Background: an optimization exercise with open tools, aiming at small area and a short achievable clock period. Do not read the settings as production practice. The RTL was checked by simulation tests, not by an equivalence proof against the original design.

==> 06-13 <==
## ALU_Top
module ALU_Top #(parameter width = 16 ,
                   Arith_width = width + width ,
                   Logic_width = width,
                   CMP_width   = width,
                   Shift_width = width)(
input wire [width-1:0] A,
input wire [width-1:0] B,
input wire CLK,
input wire RST,
input wire [3:0] ALU_FUN,
output reg  [Arith_width-1:0]  Arith_OUT,
output reg                     Carry_OUT,
output reg                     Arith_Flag,
output reg  [Logic_width-1:0]  Logic_OUT,
output reg                     Logic_Flag,
output reg  [CMP_width-1:0]    CMP_OUT,
output reg                     CMP_Flag,
output reg  [Shift_width-1:0]  Shift_OUT,
output reg                     Shift_Flag
);
==> module LOGIC_UNIT, before the edit <==
module LOGIC_UNIT(
input  wire [15:0] A,
input  wire [15:0] B,
input  wire [1:0]  ALU_FUN,
input  wire        En,
output wire [15:0] Y
);
wire v0 = En &  ALU_FUN[1];                 
wire v1 = En & (ALU_FUN[0] ^ ALU_FUN[1]);   
wire v2 = En & ~ALU_FUN[1];                 
assign Y = (A & B & {16{v2}}) | (~A & ~B & {16{v0}}) | ((A ^ B) & {16{v1}});
endmodule
==> module ALU_Top, before the edit <==
module ALU_Top #(parameter width = 16 ,
                   Arith_width = width + width ,
                   Logic_width = width,
                   CMP_width   = width,
                   Shift_width = width)(
input wire [width-1:0] A,
input wire [width-1:0] B,
input wire CLK,
input wire RST,
input wire [3:0] ALU_FUN,
output reg  [Arith_width-1:0]  Arith_OUT,
output reg                     Carry_OUT,
output reg                     Arith_Flag,
output reg  [Logic_width-1:0]  Logic_OUT,
output reg                     Logic_Flag,
output reg  [CMP_width-1:0]    CMP_OUT,
output reg                     CMP_Flag,
output reg  [Shift_width-1:0]  Shift_OUT,
output reg                     Shift_Flag
);
wire Arith_Enable, Logic_Enable, CMP_Enable, Shift_Enable;
DECODER u_decoder(
.ALU_FUN(ALU_FUN[3:2]),
.Arith_Enable(Arith_Enable),
.Logic_Enable(Logic_Enable),
.CMP_Enable(CMP_Enable),
.Shift_Enable(Shift_Enable)
);
wire        sub = ALU_FUN[0] | ALU_FUN[3];
wire [15:0] bx  = B ^ {16{sub}};
wire [16:0] s16 = {1'b0, A} + {1'b0, bx} + {16'b0, sub};
wire        c16 = s16[16];                   
wire        sgn = A[15] ^ bx[15] ^ c16;      
wire        eq  = &(A ~^ B);
wire [31:0] prod;
wire [16:0] quot;
MUL_UNIT u_mul(.A(A), .B(B), .P(prod));
DIV_UNIT u_div(.A(A), .B(B), .Q(quot));
reg [32:0] arith;
always @(*) begin
  case (ALU_FUN[1:0])
    2'b00, 2'b01: arith = {{16{sgn}}, sgn, s16[15:0]};
    2'b10:        arith = {prod[31], prod};
    default:      arith = {{16{quot[16]}}, quot};
  endcase
end
wire [15:0] logic_res;
LOGIC_UNIT u_logic(.A(A), .B(B), .ALU_FUN(ALU_FUN[1:0]), .En(Logic_Enable), .Y(logic_res));
wire [1:0] cmp_res;
CMP_UNIT u_cmp(.ALU_FUN(ALU_FUN[1:0]), .eq(eq), .ge(c16), .Y(cmp_res));
wire [15:0] shift_res;
SHIFT_UNIT u_shift(.A(A), .B(B), .ALU_FUN(ALU_FUN[1:0]), .En(Shift_Enable), .Y(shift_res));
always @(posedge CLK, negedge RST) begin
  if (!RST) begin
    Arith_OUT  <= 32'b0;
    Carry_OUT  <= 1'b0;
    Arith_Flag <= 1'b0;
    Logic_OUT  <= 16'b0;
    Logic_Flag <= 1'b0;
    CMP_OUT    <= 16'b0;
    CMP_Flag   <= 1'b0;
    Shift_OUT  <= 16'b0;
    Shift_Flag <= 1'b0;
  end else begin
    Arith_OUT  <= arith[31:0] & {32{Arith_Enable}};
    if (Arith_Enable)
      Carry_OUT <= arith[32];
    Arith_Flag <= Arith_Enable;
    Logic_OUT  <= logic_res;
    Logic_Flag <= Logic_Enable;
    CMP_OUT    <= {14'b0, cmp_res & {2{CMP_Enable}}};
    CMP_Flag   <= CMP_Enable;
    Shift_OUT  <= shift_res;
    Shift_Flag <= Shift_Enable;
  end
end
endmodule
Settings: LEC_CHECK=0, ABC_AREA=1, CAP_MARGIN=20, CORE_MARGIN=2, CORE_UTILIZATION=40, SLEW_MARGIN=20; clock period 95.0 ns.
run.sh (not shown) runs the stock make flow with config.mk's settings and CLKGATE_MAP_FILE= SYNTH_SCRIPT=/design/flow/synth_recipe.tcl, a recipe that flattens the netlist after the stock synthesis.
==> inputs of 09-20, as changes to 06-13 <==
--- a/flow/design.v
+++ b/flow/design.v
@@ -755,5 +755,7 @@
 wire v1 = En & (ALU_FUN[0] ^ ALU_FUN[1]);   
 wire v2 = En & ~ALU_FUN[1];                 
-assign Y = (A & B & {16{v2}}) | (~A & ~B & {16{v0}}) | ((A ^ B) & {16{v1}});
+wire [15:0] both = A & B;
+wire [15:0] any  = A | B;
+assign Y = (both & {16{v2}}) | (~both & any & {16{v1}}) | (~any & {16{v0}});
 endmodule
 module CMP_UNIT(
@@ -812,20 +814,25 @@
 wire        sub = ALU_FUN[0] | ALU_FUN[3];
 wire [15:0] bx  = B ^ {16{sub}};
-wire [16:0] s16 = {1'b0, A} + {1'b0, bx} + {16'b0, sub};
-wire        c16 = s16[16];                   
+wire [15:0] s16;
+wire [16:0] cy;
+assign cy[0] = sub;
+genvar gi;
+generate for (gi = 0; gi < 16; gi = gi + 1) begin : add
+  assign s16[gi]  = A[gi] ^ bx[gi] ^ cy[gi];
+  assign cy[gi+1] = (A[gi] & bx[gi]) | ((A[gi] ^ bx[gi]) & cy[gi]);
+end endgenerate
+wire        c16 = cy[16];                    
 wire        sgn = A[15] ^ bx[15] ^ c16;      
-wire        eq  = &(A ~^ B);
+wire        eq  = ~|s16;                     
 wire [31:0] prod;
 wire [16:0] quot;
 MUL_UNIT u_mul(.A(A), .B(B), .P(prod));
 DIV_UNIT u_div(.A(A), .B(B), .Q(quot));
-reg [32:0] arith;
-always @(*) begin
-  case (ALU_FUN[1:0])
-    2'b00, 2'b01: arith = {{16{sgn}}, sgn, s16[15:0]};
-    2'b10:        arith = {prod[31], prod};
-    default:      arith = {{16{quot[16]}}, quot};
-  endcase
-end
+wire sel_s = Arith_Enable & ~ALU_FUN[1];
+wire sel_m = Arith_Enable &  ALU_FUN[1] & ~ALU_FUN[0];
+wire sel_d = Arith_Enable &  ALU_FUN[1] &  ALU_FUN[0];
+wire [32:0] arith = ({33{sel_s}} & {{16{sgn}}, sgn, s16}) |
+                    ({33{sel_m}} & {prod[31], prod}) |
+                    ({33{sel_d}} & {{16{quot[16]}}, quot});
 wire [15:0] logic_res;
 LOGIC_UNIT u_logic(.A(A), .B(B), .ALU_FUN(ALU_FUN[1:0]), .En(Logic_Enable), .Y(logic_res));
@@ -846,5 +853,5 @@
     Shift_Flag <= 1'b0;
   end else begin
-    Arith_OUT  <= arith[31:0] & {32{Arith_Enable}};
+    Arith_OUT  <= arith[31:0];
     if (Arith_Enable)
       Carry_OUT <= arith[32];
==> flow/flow/run.sh (new file) <==
#!/bin/bash
set -euo pipefail
W=$(pwd)
ABC_SCRIPT="$W/flow/abc_map.script"
{
  head -n 1 synth_recipe.tcl
  cat <<EOT
proc abc {args} {
  set i [lsearch -exact \$args -script]
  if {\$i >= 0} { lset args [expr {\$i + 1}] {$ABC_SCRIPT} }
  puts "own flow: abc \$args"
  yosys abc {*}\$args
}
EOT
  tail -n +2 synth_recipe.tcl
} > own_synth.tcl
grep -q '^SYNTH_SCRIPT=\|SYNTH_SCRIPT=' standard.sh
sed "s#SYNTH_SCRIPT=[^ ']*#SYNTH_SCRIPT=$W/own_synth.tcl#" standard.sh > own_standard.sh
grep -q "SYNTH_SCRIPT=$W/own_synth.tcl" own_standard.sh
bash own_standard.sh > own_flow_make.log 2>&1
test -f out/final.def
==> flow/flow/abc_map.script (new file) <==
strash
dch
map -B 0.9
topo
stime -c
buffer -c
dnsize -c
==> flow/standard.sh (new file) <==
#!/bin/bash
# synth_recipe.tcl (not shown) runs the flow's synth.tcl, then flattens the netlist and writes it again
# the make line also repeats each setting of config.mk as NAME=value (left out here)
make -C /OpenROAD-flow-scripts/flow DESIGN_CONFIG=/design/flow/config.mk WORK_HOME=/design/flow/orfs CLKGATE_MAP_FILE= SYNTH_SCRIPT=/design/flow/synth_recipe.tcl "${@:-finish}"
removed: flow/run.sh
==> summary of the runs <==
06-13 finished with timing, DRC and antenna clean. 09-20 finished clean. In 06-13 the sequential share of layout area is lower than in 09-20, by 0.65 points. Against 06-13, the register-to-register slack of 09-20 is better by 80 ps. Between 06-13 and 09-20, the lower non-clock buffer count is in 06-13 (gap 16). In 09-20 the fmax is smaller than in 06-13, by about 9%.

afterwards: timing with drivers on the ports:
How much do the figures lean on ideal ports? The routed layouts below were timed once more, with nothing changed but the port constraints.
Step 1 assumes that a clkbuf_16 drives the clock port and a buf_2 every other input.
Step 2 also shifts input and output timing later by t, the mid clock arrival at the registers, as if the neighbouring blocks saw the same clock.
Three values: no drivers, after step 1, after step 2; two values: the first two.
| run | t (ns) | setup slack, ns | latest minus earliest clock arrival (ns) | worst slew at a driven data input, ns |
|---|---|---|---|---|
| 06-13 | 0.395 | 56.912 / 56.927 / 56.532 | 0.013 / 0.014 | 0.07 |
| 09-20 | 0.420 | 53.347 / 53.369 / 52.949 | 0.018 / 0.018 | 0.07 |
After both steps setup and hold are still met in every run listed. For 09-20, which loses most, drivers alone change the setup slack by +0.022 ns; drivers and shift together by -0.398 ns.
